What follows belongs to an exercise in optimizing a design on an open flow for small area; a production flow would make more cautious choices.
The RTL was checked by simulation tests, not by an equivalence proof against the original design.
Power and IR drop assume default switching activity.

==> flow/design.v <==
`timescale 1ns / 1ps
module queue_non_fsm(
    clk,
    reset,
    data_in,
    write_to_stack,
    read_from_stack,
    stack_full,
    stack_empty,
    data_out
    );
    input  [7:0] data_in;
    input        clk,
                 reset,
                 write_to_stack,
                 read_from_stack;
    output       stack_full,
                 stack_empty;
    output [7:0] data_out;
    reg    [7:0] data_out;
    reg [7:0] mem [0:31];
    reg  [5:0] cn;
    wire [5:0] c = ~cn;
    assign stack_empty = c[5];
    assign stack_full  = ~c[5] & (&c[4:0]);
    wire wr = write_to_stack & ~stack_full;
    wire rd = read_from_stack & ~stack_empty & ~wr;
    wire [32:0] sel;
    genvar g;
    generate for (g = 0; g < 32; g = g + 1) begin : dec
        assign sel[g] = rd & (c[4:0] == g);
    end endgenerate
    assign sel[32] = ~rd;
    wire [7:0] rd_next;
    generate for (g = 0; g < 8; g = g + 1) begin : rbit
        wire [32:0] d;
        genvar k;
        for (k = 0; k < 32; k = k + 1) begin : dk
            assign d[k] = mem[k][g];
        end
        assign d[32] = data_out[g];
        wire [10:0] y;
        for (k = 0; k < 11; k = k + 1) begin : t
            aoi222 u (.a1(sel[3*k]),   .a2(d[3*k]),
                      .b1(sel[3*k+1]), .b2(d[3*k+1]),
                      .c1(sel[3*k+2]), .c2(d[3*k+2]), .y(y[k]));
        end
        wire p0, p1, p2;
        nand4 n0 (.a(y[0]), .b(y[1]), .c(y[2]),  .d(y[3]), .y(p0));
        nand4 n1 (.a(y[4]), .b(y[5]), .c(y[6]),  .d(y[7]), .y(p1));
        nand3 n2 (.a(y[8]), .b(y[9]), .c(y[10]),            .y(p2));
        assign rd_next[g] = p0 | p1 | p2;
    end endgenerate
    integer i;
    wire wrn = ~wr;
    wire [7:0] mem_d [0:31];
    generate for (g = 0; g < 32; g = g + 1) begin : word
        genvar b;
        for (b = 0; b < 8; b = b + 1) begin : bits
            ao22 u (.a1(wr),  .a2(g == 0 ? data_in[b] : mem[g == 0 ? 0 : g-1][b]),
                    .b1(wrn), .b2(mem[g][b]), .y(mem_d[g][b]));
        end
    end endgenerate
    always @(posedge clk) begin
        for (i = 0; i < 32; i = i + 1) mem[i] <= mem_d[i];
    end
    always @(posedge clk or posedge reset) begin
        if (reset) begin
            cn       <= 6'b000000;
            data_out <= 8'b0;
        end else begin
            if (wr)      cn <= cn - 6'd1;
            else if (rd) cn <= cn + 6'd1;
            data_out <= rd_next;
        end
    end
endmodule
module aoi222(input a1, a2, b1, b2, c1, c2, output y);
    assign y = ~((a1 & a2) | (b1 & b2) | (c1 & c2));
endmodule
module ao22(input a1, a2, b1, b2, output y);
    assign y = (a1 & a2) | (b1 & b2);
endmodule
module nand4(input a, b, c, d, output y);
    assign y = ~(a & b & c & d);
endmodule
module nand3(input a, b, c, output y);
    assign y = ~(a & b & c);
endmodule
==> flow/config.mk <==
export PLATFORM = sky130hd
export DESIGN_NAME = queue_non_fsm
export DESIGN_NICKNAME = queue_non_fsm
export VERILOG_FILES = /design/flow/design.v
export SDC_FILE = /design/flow/constraint.sdc
export NUM_CORES = 4
export LEC_CHECK = 0
export CAP_MARGIN = 20
export CORE_MARGIN = 2
export CORE_UTILIZATION = 60
export SLEW_MARGIN = 20
export SYNTH_HIERARCHICAL = 1
export SYNTH_MINIMUM_KEEP_SIZE = 0
==> flow/constraint.sdc <==
create_clock -name core_clock -period 5.0 [get_ports {clk}]
set_input_delay 1.0000 -clock core_clock [delete_from_list [all_inputs] [get_ports {clk}]]
set_output_delay 1.0000 -clock core_clock [all_outputs]
set_load 0.01 [all_outputs]
standard.sh (not shown) runs the stock make flow with config.mk's settings and CLKGATE_MAP_FILE= SYNTH_SCRIPT=/design/flow/synth_recipe.tcl, a recipe that flattens the netlist after the stock synthesis.
==> flow/flow/run.sh <==
#!/bin/bash
# The standard ORFS layout (standard.sh, with its synthesis unchanged), with
# these changes to what it builds around the design:
#  - the port buffers are the smallest buffer, buf_1;
#  - clock tree synthesis drives the registers from clkbuf_4 in clusters of
#    up to 10 sinks, with clkbuf_2 above them in the tree, and inserts no
#    dummy loads. The tree is still built by CTS; no register is given a
#    skew of its own;
#  - the buffers ABC inserted are removed at floorplan (repair_design then
#    buffers what needs it), and after global routing repair_timing
#    downsizes gates on paths with slack to spare (RECOVER_POWER).
# Each tool's full output is in the ORFS logs under orfs/logs; make's own
# output is in flow_make.log.
set -euo pipefail
export BUFFER_PORTS_ARGS="-buffer_cell sky130_fd_sc_hd__buf_1"
export CTS_ARGS="-sink_clustering_enable -repair_clock_nets -dont_use_dummy_load -buf_list sky130_fd_sc_hd__clkbuf_4 -root_buf sky130_fd_sc_hd__clkbuf_2 -tree_buf sky130_fd_sc_hd__clkbuf_2 -sink_clustering_size 10 -sink_clustering_max_diameter 40"
export REMOVE_ABC_BUFFERS=1
export RECOVER_POWER=100
bash standard.sh > flow_make.log 2>&1
Rerun with:
==> flow/flow/run.sh (replaced) <==
#!/bin/bash
# The standard ORFS layout (standard.sh, with its synthesis unchanged), with
# two changes to what it builds around the design:
#  - the port buffers are the smallest buffer, buf_1;
#  - clock tree synthesis uses clkbuf_8 only, clusters of up to 20 sinks,
#    and inserts no dummy loads. The tree is still built by CTS; no
#    register is given a skew of its own.
# Each tool's full output is in the ORFS logs under orfs/logs; make's own
# output is in flow_make.log.
set -euo pipefail
export BUFFER_PORTS_ARGS="-buffer_cell sky130_fd_sc_hd__buf_1"
export CTS_ARGS="-sink_clustering_enable -repair_clock_nets -dont_use_dummy_load -buf_list sky130_fd_sc_hd__clkbuf_8 -sink_clustering_size 20 -sink_clustering_max_diameter 50"
bash standard.sh > flow_make.log 2>&1
Register-to-register slack improved by 0.59 ns.
Cell count drops by 1.5%.
Power climbs by 0.82%.
Count of clock-buffer cells in the layout drops by 15.
Routed wire length drops by 0.89%.
Cell area climbs by 0.71%.
Combinational power is about the same.

re-timing with driven ports:
How much do the figures lean on ideal ports? The routed layouts below were timed once more, with nothing changed but the port constraints. Step 1, drivers: a clkbuf_16 drives clk and a buf_2 each remaining input, both assumed. Step 2 times the ports against the registers' clock, not the clock port: input delays grow and output delays shrink by t, the midpoint of the rising clock arrivals with the driver on. a / b / c = no drivers / after step 1 / after step 2; a / b = the first two.
| run | shift t [ns] | setup slack, ns | worst hold slack (ns) | slew at the worst register clock pin (ns) | pins driven straight from the clock port |
|---|---|---|---|---|---|
| the first run | 0.758 | 1.009 / 1.009 / 0.660 | 0.259 / 0.240 / 0.463 | 0.10 / 0.10 | 1 |
| the second run | 0.561 | 1.596 / 1.596 / 1.153 | 0.467 / 0.467 / 0.467 | 0.11 / 0.11 | 1 |
After both steps setup and hold are still met in every run listed. For the second run, which loses most, drivers alone change the setup slack by 0.000 ns; drivers and shift together by -0.443 ns.
